Source: an optimization exercise on an open RTL-to-GDS flow (aim: small area, a short achievable clock period and few clock cycles). Production flows keep margins and buffers that such runs may drop. RTL that was checked went through simulation tests only; none was proved equivalent to the original. Power figures rest on the tool's default switching activity, not on a simulated workload.

JK:
// CPU
module CPU(
	input clk,
	input rst,
	output [31:0]imem_addr,
	input [31:0]imem_rdata,
	output [31:0]dmem_addr,
	output [31:0]dmem_wdata,
	output dmem_we,
	input [31:0]dmem_rdata
    );
export LEC_CHECK = 0
export CAP_MARGIN = 20
export CORE_MARGIN = 2
export CORE_UTILIZATION = 60
export CTS_BUF_LIST = sky130_fd_sc_hd__clkbuf_8
export CTS_CLUSTER_DIAMETER = 50
export CTS_CLUSTER_SIZE = 20
export SLEW_MARGIN = 20
export SYNTH_HIERARCHICAL = 1
create_clock -name core_clock -period 10.5 [get_ports {clk}]
standard.sh (not shown) runs the stock make flow with config.mk's settings and CLKGATE_MAP_FILE= SYNTH_SCRIPT=/design/flow/synth_recipe.tcl, a recipe that flattens the netlist after the stock synthesis.
==> flow/flow/run.sh <==
#!/bin/bash
# Layout flow: the standard synthesis, then the ORFS flow with
#  - combinational cells reset to drive strength 1 before floorplanning,
#  - timing repair aimed at a tighter setup target (SETUP_SLACK_MARGIN),
#  - port buffers of a plain buffer cell.
# Each tool's log goes to the ORFS logs folder; make's output to *.log here.
set -e
F=$(pwd)/flow
bash standard.sh synth > synth.log 2>&1
bash standard.sh PRE_FLOORPLAN_TCL=$F/downsize.tcl \
  SETUP_SLACK_MARGIN=7 TNS_END_PERCENT=100 \
  "BUFFER_PORTS_ARGS=-buffer_cell sky130_fd_sc_hd__buf_2" \
  finish > layout.log 2>&1
==> flow/flow/downsize.tcl <==
# Before floorplanning: put every combinational logic cell at its smallest
# drive strength; timing repair later sizes up the cells that need it.
set db [ord::get_db]
set n 0
foreach inst [[ord::get_db_block] getInsts] {
  set m [[$inst getMaster] getName]
  if {![regexp {^sky130_fd_sc_hd__([a-z0-9]+)_([0-9]+)$} $m -> base sz]} { continue }
  if {$sz <= 1} { continue }
  if {[regexp {^(df|edf|sdf|dl|buf|inv|clk|conb|tap|fill|decap|diode|bufbuf|bufinv|probe|lpflow|macro)} $base]} { continue }
  set new [$db findMaster sky130_fd_sc_hd__${base}_1]
  if {$new eq "NULL" || $new eq ""} { continue }
  $inst swapMaster $new
  incr n
}
puts "downsize: $n cells set to drive strength 1"
Inputs modified between JK and AL:
- changing CORE_UTILIZATION from 60 to 50
### Flow results
AL improves on JK in headroom to the max-slew limit. Against JK, AL comes in about 1.5% lower on area of the multi-input gates. As far as remaining antenna violation count goes, AL and JK are indistinguishable; the numbers are identical.
No functional check of the RTL was part of any run of this note.

job 4642:
Another version of the RTL of CPU (not shown whole).
Size in the first run: about 4000 cells after synthesis, roughly 160 I/O pins.
clock: 10.5 ns
lec_check: 0
cap_margin: 20
core_margin: 2
core_utilization: 55
cts_buf_list: sky130_fd_sc_hd__clkbuf_8
cts_cluster_diameter: 50
cts_cluster_size: 20
slew_margin: 20
synth_hierarchical: 1
Scripts as last shown in full above: flow/flow/run.sh, flow/flow/downsize.tcl
The final layout from job 4642, which completed every stage, passed the timing, DRC and antenna checks at the end of the flow.
Testbench counts of job 4642, summed over its fixed seeds: cycles 30,486.
Edits applied to the flow inputs when going from job 4642 to job 6497:
- a change of CORE_UTILIZATION from 55 to 65
Findings:
The portion of total power attributed to combinational logic on job 4642 is in line with that on job 6497.
Met1 global-route usage, job 6497 and job 4642: lower on job 4642
Compare job 6497 and job 4642 | utilization higher: job 6497
More vias were needed by job 6497 than by job 4642.
Capturing instance or port of the critical path: mem_res[30]$_DFF_P_ -> job 4642, mem_res[0]$_DFF_P_ -> job 6497
Switching power as a share of total power: job 6497 vs job 4642 up 0.76 points
Final-layout clock-cell area share for job 6497: 0.55 points down relative to job 4642
Here is what was changed in the inputs of job 1540 compared with job 6497.
- CORE_UTILIZATION: 65 -> 40
==> comparison <==
Having completed the whole flow, job 1540 delivered a layout that passed the timing, DRC and antenna checks. Sequential share of layout area is higher on job 6497. Against job 6497, internal power component in job 1540 rose by a few percent. According to the power report, total power for job 1540 is higher than for job 6497. Taking job 6497 as the reference point, the relative contribution of sequential cells to total power of job 1540 falls by 2.6 points. Comparing job 1540 with job 6497, the worst hold slack came out essentially unchanged. Job 1540 vs job 6497: global-route wire length before repair up by a few percent. Against job 6497, final critical delay including setup and external delays in job 1540 came out better. Register-to-register slack: job 1540 vs job 6497 up 0.02 ns. Job 1540 vs. job 6497: final clock period utilization by the worst path went down by 0.18 points. Comparing job 6497 with job 1540, the area of all sequential standard cells came out essentially unchanged.

Setup of job 8787:
CPU, a different RTL version from the one above (not shown whole).
Size: ~4000 cells after synthesis, about 160 I/O pins.
Settings: LEC_CHECK=0, CAP_MARGIN=20, CORE_MARGIN=2, CORE_UTILIZATION=60, CTS_BUF_LIST=sky130_fd_sc_hd__clkbuf_16, CTS_CLUSTER_DIAMETER=60, CTS_CLUSTER_SIZE=30, SLEW_MARGIN=20, SYNTH_HIERARCHICAL=1; clock period 10.5 ns.
==> flow/flow/run.sh <==
#!/bin/bash
# Layout flow: the standard synthesis, then the ORFS flow with
#  - combinational cells reset to drive strength 1 before floorplanning,
#  - timing repair aimed at a tighter setup target (SETUP_SLACK_MARGIN),
#  - port buffers of a plain buffer cell.
# Each tool's log goes to the ORFS logs folder; make's output to *.log here.
set -e
F=$(pwd)/flow
bash standard.sh synth > synth.log 2>&1
bash standard.sh PRE_FLOORPLAN_TCL=$F/downsize.tcl \
  SETUP_SLACK_MARGIN=6.8 TNS_END_PERCENT=100 \
  "BUFFER_PORTS_ARGS=-buffer_cell sky130_fd_sc_hd__buf_2" \
  finish > layout.log 2>&1
Scripts as last shown in full above: flow/flow/downsize.tcl
Job 8787: flow completed, timing, DRC and antenna clean
Testbench counts of job 8787, summed over its fixed seeds: cycles 30,486.
For job 1998, these inputs were changed with respect to job 8787:
- setting GPL_ROUTABILITY_DRIVEN to 0 for the first time
diff --git a/flow/flow/run.sh b/flow/flow/run.sh
--- a/flow/flow/run.sh
+++ b/flow/flow/run.sh
@@ -11 +11 @@
-  SETUP_SLACK_MARGIN=6.8 TNS_END_PERCENT=100 \
+  SETUP_SLACK_MARGIN=7 TNS_END_PERCENT=100 \
[summary]
- The sequential share of layout area in job 1998 sits 0.64 points below the value recorded for job 8787.
- In job 1998, share of power burned in the clock network is lower than in job 8787.
- Job 1998 against job 8787: critical path depth saw a decrease, aggregate routed wire length saw a decrease, cell count saw an increase, clock power saw a decrease.
- Changes observed in job 1998 relative to job 8787: clock period minus worst slack dropped 230 ps, final setup slack of the worst path now sits higher, fmax saw an increase, number of clock buffers inserted by TritonCTS fell 1, internal power lost 61 µW.
[inputs] job 3640 vs job 1998
- changing CTS_CLUSTER_SIZE from 30 to 34
--- outcome ---
- Diff job 1998..job 3640 | sequential share of cell area | unchanged
- Diff job 1998..job 3640 | global-route usage | unchanged
- Re number of maximum-capacitance violations: no difference whatsoever between job 3640 and job 1998.
- Every stage of the flow completed for job 3640, and the final layout passed the timing, DRC and antenna checks.
- Comparing job 3640 against job 1998, there is no change at all in share of the core filled with cells.
- Comparing job 3640 with job 1998, the power came out essentially unchanged.
- Compared with job 1998, in job 3640 slew of the pin with the lowest slew margin saw little to no change; count of inserted antenna diode cells saw little to no change; remaining routing DRC violations saw little to no change; worst path setup slack after routing saw little to no change.

[port drivers added, routing unchanged]
In the flow no input, the clock included, has a driving cell. The finished layouts below were timed again as built, in two steps. Step 1 (the two cells are an assumption about what drives the block):
set clk [get_ports {clk}]
set_driving_cell -lib_cell sky130_fd_sc_hd__clkbuf_16 $clk
set_driving_cell -lib_cell sky130_fd_sc_hd__buf_2 [delete_from_list [all_inputs] $clk]
Step 2 moves the port delays by t, midway between the first and last clock arrival at a register: inputs arrive t later, outputs are due t later. That takes back most of the time a late clock gives input paths. Slacks: ideal / step 1 / step 2; pairs: ideal / step 1.
run	t, ns	setup slack, ns	worst setup path after step 2	slew at the worst register clock pin (ns)	worst slew at a driven data input, ns
JK	0.901	6.955 / 6.880 / 6.193	input to register	0.12 / 0.12	0.16
AL	0.916	6.911 / 6.911 / 6.126	input to register	0.12 / 0.12	0.05
job 4642	0.930	6.874 / 6.874 / 6.157	input to register	0.11 / 0.11	0.04
job 6497	0.853	6.807 / 6.807 / 6.065	input to register	0.12 / 0.12	0.11
job 1540	0.929	6.826 / 6.826 / 6.107	input to register	0.11 / 0.11	0.16
job 8787	0.730	6.689 / 6.689 / 6.092	input to register	0.10 / 0.10	0.13
job 1998	0.766	6.916 / 6.902 / 6.214	input to register	0.10 / 0.10	0.04
job 3640	0.766	6.916 / 6.902 / 6.214	input to register	0.10 / 0.10	0.04
After both steps setup and hold are still met in every run listed. The setup slack of AL, which loses most, moves by 0.000 ns with the drivers and by -0.785 ns with both steps.
